Background: an optimization exercise with open tools, aiming at small area. Do not read the settings as production practice.
RTL that was checked went through simulation tests only; none was proved equivalent to the original.
Power figures rest on the tool's default switching activity, not on a simulated workload.

Design nasdaq_moldudp_itch, start of the top module:
module nasdaq_moldudp_itch (
    input  wire        clk,
    input  wire        rst,
    input  wire        udp_payload_valid,
    input  wire [7:0]  udp_payload_data,
    input  wire        udp_payload_start,
    input  wire        udp_payload_end,
    output wire [79:0] session_id,
    output wire [63:0] sequence_number,
    output wire [15:0] message_count,
    output wire        session_valid,
    output wire        sequence_gap,
    output wire [31:0] gap_count,
    output wire [31:0] packet_count,
    output wire [31:0] msg_extracted,
    output wire        msg_valid,
    output wire [7:0]  msg_type,
    output wire        msg_error,
    output wire        add_order_valid,
    output wire [15:0] stock_locate,
    output wire [15:0] tracking_number,
    output wire [47:0] timestamp,
    output wire [63:0] order_ref,
    output wire        buy_sell,
    output wire [31:0] shares,
    output wire [63:0] stock_symbol,
    output wire [31:0] price,
    output wire        order_executed_valid,
    output wire [31:0] exec_shares,
    output wire [63:0] match_number,
    output wire        order_cancel_valid,
    output wire [31:0] cancel_shares,
    output wire        order_delete_valid,
    output wire        order_replace_valid,
    output wire [63:0] original_order_ref,
    output wire [63:0] new_order_ref,
    output wire [31:0] new_shares,
    output wire [31:0] new_price,
    output wire [31:0] total_messages,
    output wire [31:0] filtered_messages
);
Settings: LEC_CHECK=0, CAP_MARGIN=20, CORE_MARGIN=2, CORE_UTILIZATION=40, CTS_BUF_LIST=sky130_fd_sc_hd__clkbuf_4, SLEW_MARGIN=20; clock period 5.0 ns.
standard.sh (not shown) runs the stock make flow with config.mk's settings and CLKGATE_MAP_FILE= SYNTH_SCRIPT=/design/flow/synth_recipe.tcl, a recipe that flattens the netlist after the stock synthesis.
==> flow/flow/run.sh <==
#!/bin/bash
# Standard ORFS layout (the standard.sh), with two layout-only changes:
#  - port buffers use the smallest buffer cell instead of clkdlybuf4s50_1;
#  - buffers that Yosys inserted (e.g. to split nets that feed several output
#    ports) are removed at floorplan, since every port gets its own buffer anyway.
# Synthesis is the standard synthesis, unchanged.
set -euo pipefail
export BUFFER_PORTS_ARGS="-buffer_cell sky130_fd_sc_hd__buf_1"
export REMOVE_ABC_BUFFERS=1
bash standard.sh > standard_flow.log 2>&1
Next try:
--- a/flow/design.v
+++ b/flow/design.v
@@ -39,21 +39,21 @@
     reg [31:0] msg_count_stat;
     reg [31:0] gap_cnt;
     reg        out_valid;
     reg [7:0]  out_data;
     reg        out_start;
     reg        out_end;
     reg        gap_detected;
     reg        msg_first_byte;
     wire [15:0] new_msg_count = {msg_count_reg[15:8], udp_payload_data};
     wire [15:0] new_msg_len   = {msg_rem[15:8], udp_payload_data};
-    wire        msg_last      = (msg_rem == 16'd1);
+    wire        msg_last      = (msg_rem == 16'd0);
     wire        one_left      = (msgs_remaining[15:1] == 15'd0);
     wire        count_done    = state == PARSE_MSG_COUNT && udp_payload_valid && header_byte_cnt[0];
     wire        gap_found     = count_done && seq_initialized && sequence_num_reg != expected_seq;
     wire        msg_done      = state == FORWARD_MSG_DATA && udp_payload_valid && msg_last;
     function [31:0] incr;
         input [31:0] c;
         input        inc;
         integer      i;
         begin
             incr[0] = c[0] ^ inc;
@@ -153,21 +153,21 @@
                     end
                     if (udp_payload_end)
                         state <= ERROR_STATE;
                 end
                 PARSE_MSG_LEN: begin
                     if (udp_payload_valid) begin
                         if (!header_byte_cnt[0]) begin
                             msg_rem[15:8] <= udp_payload_data;
                             header_byte_cnt <= 4'd1;
                         end else begin
-                            msg_rem <= new_msg_len;
+                            msg_rem <= new_msg_len - 16'd1;
                             if (new_msg_len == 16'd0) begin
                                 msgs_remaining <= msgs_remaining - 16'd1;
                                 if (one_left)
                                     state <= PACKET_END;
                                 else
                                     header_byte_cnt <= 4'd0;
                             end else begin
                                 state <= FORWARD_MSG_DATA;
                                 msg_first_byte <= 1'b1;
                             end
Result: Synthesized area hardly moves; count of clock-buffer cells in the layout is higher by 3; maximum frequency goes down by 0.41%; routed wire length grows by 1.6%; final cell count came out higher by 0.49%; die area barely changes; worst setup slack is worse by 16 ps; sequential power fell by about 0.6%; sequential share of layout area went up by 0.16 points.
The RTL of the second run of this note was laid out without a check of its function.

## separate check: timing with driven ports
In the flow no input, the clock included, has a driving cell. The finished layouts below were timed again as built, in two steps.
Step 1, drivers: a clkbuf_16 drives clk and a buf_2 each remaining input, both assumed.
Step 2 times the ports against the registers' clock, not the clock port: input delays grow and output delays shrink by t, the midpoint of the rising clock arrivals with the driver on.
Slacks: ideal / step 1 / step 2; pairs: ideal / step 1.
| run | t, ns | setup slack, ns | worst hold slack (ns) | worst slew at a driven data input, ns | pins driven straight from the clock port |
|---|---|---|---|---|---|
| the first run | 1.083 | 1.068 / 1.010 / 0.840 | 0.263 / 0.317 / 0.496 | 0.11 | 1 |
| the second run | 1.062 | 1.051 / 0.994 / 0.960 | 0.352 / 0.346 / 0.496 | 0.09 | 1 |
After both steps every run listed still meets setup and hold. The setup slack of the first run, which loses most, moves by -0.058 ns with the drivers and by -0.228 ns with both steps.
